This design comes from an exercise in tuning for small area on the open sky130 flow, not from production work.
In this exercise RTL edits were held to simulation tests only and were not proved equivalent to the original.
No driver is modelled on the clock port, so clocking that relies on it looks cheaper here than on a real chip.
No activity file was given, so power comes from the tool's default toggle rates.

== old ==
==> flow/design.v (excerpt) <==
module top (
    input logic clk,
    input logic rst_n,
    input logic [15:0] dvsr,
    input logic Rx_din,
    input logic rd_uart,
    input logic wr_uart,
    input logic [7:0] wr_data,
    output logic [7:0] rd_data,
    output logic Tx_dout,
    output logic Rx_full,
    output logic Rx_empty,
    output logic Tx_full,
    output logic parity_error,
    output logic framing_error
);
==> flow/config.mk <==
export PLATFORM = sky130hd
export DESIGN_NAME = top
export DESIGN_NICKNAME = top
export VERILOG_FILES = /design/flow/design.v
export SDC_FILE = /design/flow/constraint.sdc
export NUM_CORES = 4
export LEC_CHECK = 0
export CAP_MARGIN = 20
export CORE_MARGIN = 2
export CORE_UTILIZATION = 74
export PLACE_DENSITY = 0.9
export SLEW_MARGIN = 20
==> flow/constraint.sdc <==
create_clock -name core_clock -period 10.0 [get_ports {clk}]
set_input_delay 2.0000 -clock core_clock [delete_from_list [all_inputs] [get_ports {clk}]]
set_output_delay 2.0000 -clock core_clock [all_outputs]
set_load 0.01 [all_outputs]
standard.sh (not shown) runs the stock make flow with config.mk's settings and CLKGATE_MAP_FILE= SYNTH_SCRIPT=/design/flow/synth_recipe.tcl, a recipe that flattens the netlist after the stock synthesis.
==> flow/flow/run.sh <==
#!/bin/bash
# The standard layout with these changes:
#  - synthesis maps all logic, adders included, with an area-oriented ABC script
#    (flow/abc_map.script) instead of ORFS's adder cells and speed script; everything
#    else in synthesis, and so every register, is as in the standard synthesis
#  - port buffers are buf_1
#  - the clock tree is CTS's H-tree of clkbuf_4 without sink clustering or dummy
#    loads, then buffers whose sinks see a slow edge are upsized (flow/clk_fix.tcl)
# Each tool's output goes to synth.log / standard.log here and to ORFS's own logs
# under orfs/logs.
set -e
rm -rf scripts_area
cp -r "$FLOW_HOME/scripts" scripts_area
cp flow/abc_map.script scripts_area/abc_speed.script
SCRIPTS_DIR=$PWD/scripts_area bash standard.sh ADDER_MAP_FILE= synth > synth.log 2>&1
export BUFFER_PORTS_ARGS="-buffer_cell sky130_fd_sc_hd__buf_1"
export CTS_ARGS="-repair_clock_nets -dont_use_dummy_load -buf_list sky130_fd_sc_hd__clkbuf_4"
export POST_CTS_TCL=$PWD/flow/clk_fix.tcl
bash standard.sh > standard.log 2>&1
Other scripts of this flow, unchanged in this note and not shown: flow/flow/abc_map.script, flow/flow/clk_fix.tcl
old finished every step from synthesis to the final layout, and the layout passed the timing, design-rule and antenna checks.
Modified inputs, new compared to old
- a change of CORE_UTILIZATION from 74 to 78
- a change of PLACE_DENSITY from 0.9 to 0.92
## What came out
new has completed all stages; timing, DRC and antenna checks passed.
The clock edge transition at the registers on the reported setup and hold paths was comparable across new and old.
Worst slew margin relative to its limit deteriorates in new relative to old.
Changes observed in new relative to old: wire length of the first global-routing pass shows a reduction of 530 um; final wirelength now smaller; setup slack decreased by 0.15 ns relative to the old numbers.

* * *

job 101:
Another version of the RTL of top (not shown whole).
Size: roughly 520 cells after synthesis, ~200 flip-flops, roughly 43 I/O pins, roughly 7300 sq um of cells after synthesis.
clock: 10.0 ns
lec_check: 0
cap_margin: 0
core_margin: 2
core_utilization: 70
place_density: 0.85
slew_margin: 0
==> flow/flow/run.sh <==
#!/bin/bash
# The standard layout with these changes:
#  - synthesis maps all logic, adders included, with an area-oriented ABC script
#    (flow/abc_map.script) instead of ORFS's adder cells and speed script; everything
#    else in synthesis, and so every register, is as in the standard synthesis
#  - port buffers are buf_1
#  - the clock tree is built from clkbuf_4 without dummy loads, then buffers whose
#    sinks see a slow edge are upsized (flow/clk_fix.tcl)
set -e
rm -rf scripts_area
cp -r "$FLOW_HOME/scripts" scripts_area
cp flow/abc_map.script scripts_area/abc_speed.script
SCRIPTS_DIR=$PWD/scripts_area bash standard.sh ADDER_MAP_FILE= synth > synth.log 2>&1
export BUFFER_PORTS_ARGS="-buffer_cell sky130_fd_sc_hd__buf_1"
export CTS_ARGS="-sink_clustering_enable -repair_clock_nets -dont_use_dummy_load -buf_list sky130_fd_sc_hd__clkbuf_4"
export POST_CTS_TCL=$PWD/flow/clk_fix.tcl
bash standard.sh > standard.log 2>&1
==> flow/flow/clk_fix.tcl <==
set clk_slew_target 0.110
set next_size {sky130_fd_sc_hd__clkbuf_1 sky130_fd_sc_hd__clkbuf_2
               sky130_fd_sc_hd__clkbuf_2 sky130_fd_sc_hd__clkbuf_4
               sky130_fd_sc_hd__clkbuf_4 sky130_fd_sc_hd__clkbuf_8
               sky130_fd_sc_hd__clkbuf_8 sky130_fd_sc_hd__clkbuf_16}
set lib_cells {}
foreach {from to} $next_size { dict set lib_cells $from $to }

proc pin_slew { pin } {
  return [expr max([get_property $pin slew_max_rise], [get_property $pin slew_max_fall])]
}

set_propagated_clock [all_clocks]
for {set iter 0} {$iter < 40} {incr iter} {
  estimate_parasitics -placement
  set worst 0
  set worst_drv ""
  foreach inst [get_cells clkbuf_*] {
    set m [get_property $inst ref_name]
    if {![dict exists $lib_cells $m]} { continue }
    set out [get_pins -of_objects $inst -filter "direction==output"]
    set net [get_nets -of_objects $out]
    foreach p [get_pins -of_objects $net -filter "direction==input"] {
      set s [pin_slew $p]
      if {$s > $worst} { set worst $s; set worst_drv $inst }
    }
  }
  puts "clk_fix: iteration $iter worst sink slew [format %.1f [expr $worst * 1000]] ps at [get_full_name $worst_drv]"
  if {$worst <= $clk_slew_target || $worst_drv eq ""} { break }
  # upsize the driver, or the buffer feeding it when the driver's own input is slow
  set drv $worst_drv
  set in [get_pins -of_objects $drv -filter "direction==input"]
  set innet [get_nets -of_objects $in]
  set up [lindex [get_pins -of_objects $innet -filter "direction==output"] 0]
  if {$up ne "" && [pin_slew $in] > $clk_slew_target} {
    set updrv [get_cells -of_objects $up]
    if {[dict exists $lib_cells [get_property $updrv ref_name]]} { set drv $updrv }
  }
  set m [get_property $drv ref_name]
  puts "clk_fix: [get_full_name $drv] $m -> [dict get $lib_cells $m]"
  replace_cell $drv [dict get $lib_cells $m]
}
detailed_placement
check_placement -verbose
Other scripts of this flow, unchanged in this note and not shown: flow/flow/abc_map.script
Inputs modified between job 101 and job 102:
# job 101
export LEC_CHECK = 0
export CAP_MARGIN = 0
export CORE_MARGIN = 2
export CORE_UTILIZATION = 70
export PLACE_DENSITY = 0.85
export SLEW_MARGIN = 0
create_clock -name core_clock -period 10.0 [get_ports {clk}]
# job 102
export LEC_CHECK = 0
export CAP_MARGIN = 0
export CORE_MARGIN = 2
export CORE_UTILIZATION = 80
export PLACE_DENSITY = 0.95
export SLEW_MARGIN = 0
create_clock -name core_clock -period 10.0 [get_ports {clk}]
Results
Cmp job 102 vs job 101: worst-case headroom to the max-slew limit lower in job 102
Part of the total power dissipated in combinational logic: job 102 vs job 101 up 0.6 points
Power density relative to cell area (job 102 vs. job 101) increases by a few percent
According to the power report, total power for job 102 is higher than for job 101.
What job 103 does differently from job 102 at the input level:
# job 102
export LEC_CHECK = 0
export CAP_MARGIN = 0
export CORE_MARGIN = 2
export CORE_UTILIZATION = 80
export PLACE_DENSITY = 0.95
export SLEW_MARGIN = 0
create_clock -name core_clock -period 10.0 [get_ports {clk}]
# job 103
export LEC_CHECK = 0
export CAP_MARGIN = 20
export CORE_MARGIN = 2
export CORE_UTILIZATION = 78
export PLACE_DENSITY = 0.92
export SLEW_MARGIN = 20
create_clock -name core_clock -period 10.0 [get_ports {clk}]
diff --git a/flow/flow/clk_fix.tcl b/flow/flow/clk_fix.tcl
--- a/flow/flow/clk_fix.tcl
+++ b/flow/flow/clk_fix.tcl
@@ -1,3 +1,3 @@
-set clk_slew_target 0.110
+set clk_slew_target 0.105
 set next_size {sky130_fd_sc_hd__clkbuf_1 sky130_fd_sc_hd__clkbuf_2
                sky130_fd_sc_hd__clkbuf_2 sky130_fd_sc_hd__clkbuf_4
| reported sequential group power | job 102 vs job 103 | ≈ equal |
Per the comparison of job 103 with job 102, fill cell total of the finished layout shows an increase of 109, non-clock buffer count dropped 3, final routed wire length divided by cell count has decreased.
Final cell count delta (job 103 -> job 102): insignificant
Summary — met1 global-route usage, job 103 relative to job 102: lower, by 6.5 points.
In the tables for job 102 and job 103, slew at the pin closest to its max-slew limit reads lower with job 103.
The finished layout cell area was comparable across job 102 and job 103.
From job 102 to job 103 the numbers moved as follows: share of layout cells above drive strength 1 did not really move, post-route clock period utilization went down.

-- re-timing with driven ports --
Ports are ideal in the flow. The routed layouts listed here were re-timed in OpenROAD. Step 1 sets driving cells, clkbuf_16 on the clock port and buf_2 on the other inputs (assumed; they add their load-dependent delay and slew). Step 2 adds t to the input delays and takes it off the output delays; t is the mean of the earliest and latest rising clock arrival at the registers after step 1. Input paths then give back, and output paths get back, about the clock's delay inside the block. a / b / c = ideal / step 1 / step 2; a / b = the first two.
| run | t, ns | setup WS [ns] | hold slack, ns | worst setup path after step 2 | worst slew at a driven data input, ns |
|---|---|---|---|---|---|
| old | 0.397 | 6.058 / 6.024 / 6.086 | 0.396 / 0.396 / 0.396 | input to register | 0.05 |
| new | 0.396 | 5.907 / 5.871 / 6.004 | 0.398 / 0.398 / 0.398 | input to register | 0.04 |
| job 101 | 0.412 | 6.391 / 6.351 / 6.435 | 0.434 / 0.434 / 0.434 | input to register | 0.04 |
| job 102 | 0.422 | 6.312 / 6.272 / 6.338 | 0.435 / 0.435 / 0.435 | input to register | 0.05 |
| job 103 | 0.410 | 6.373 / 6.332 / 6.418 | 0.425 / 0.425 / 0.425 | input to register | 0.04 |
After both steps setup and hold are still met in every run listed.
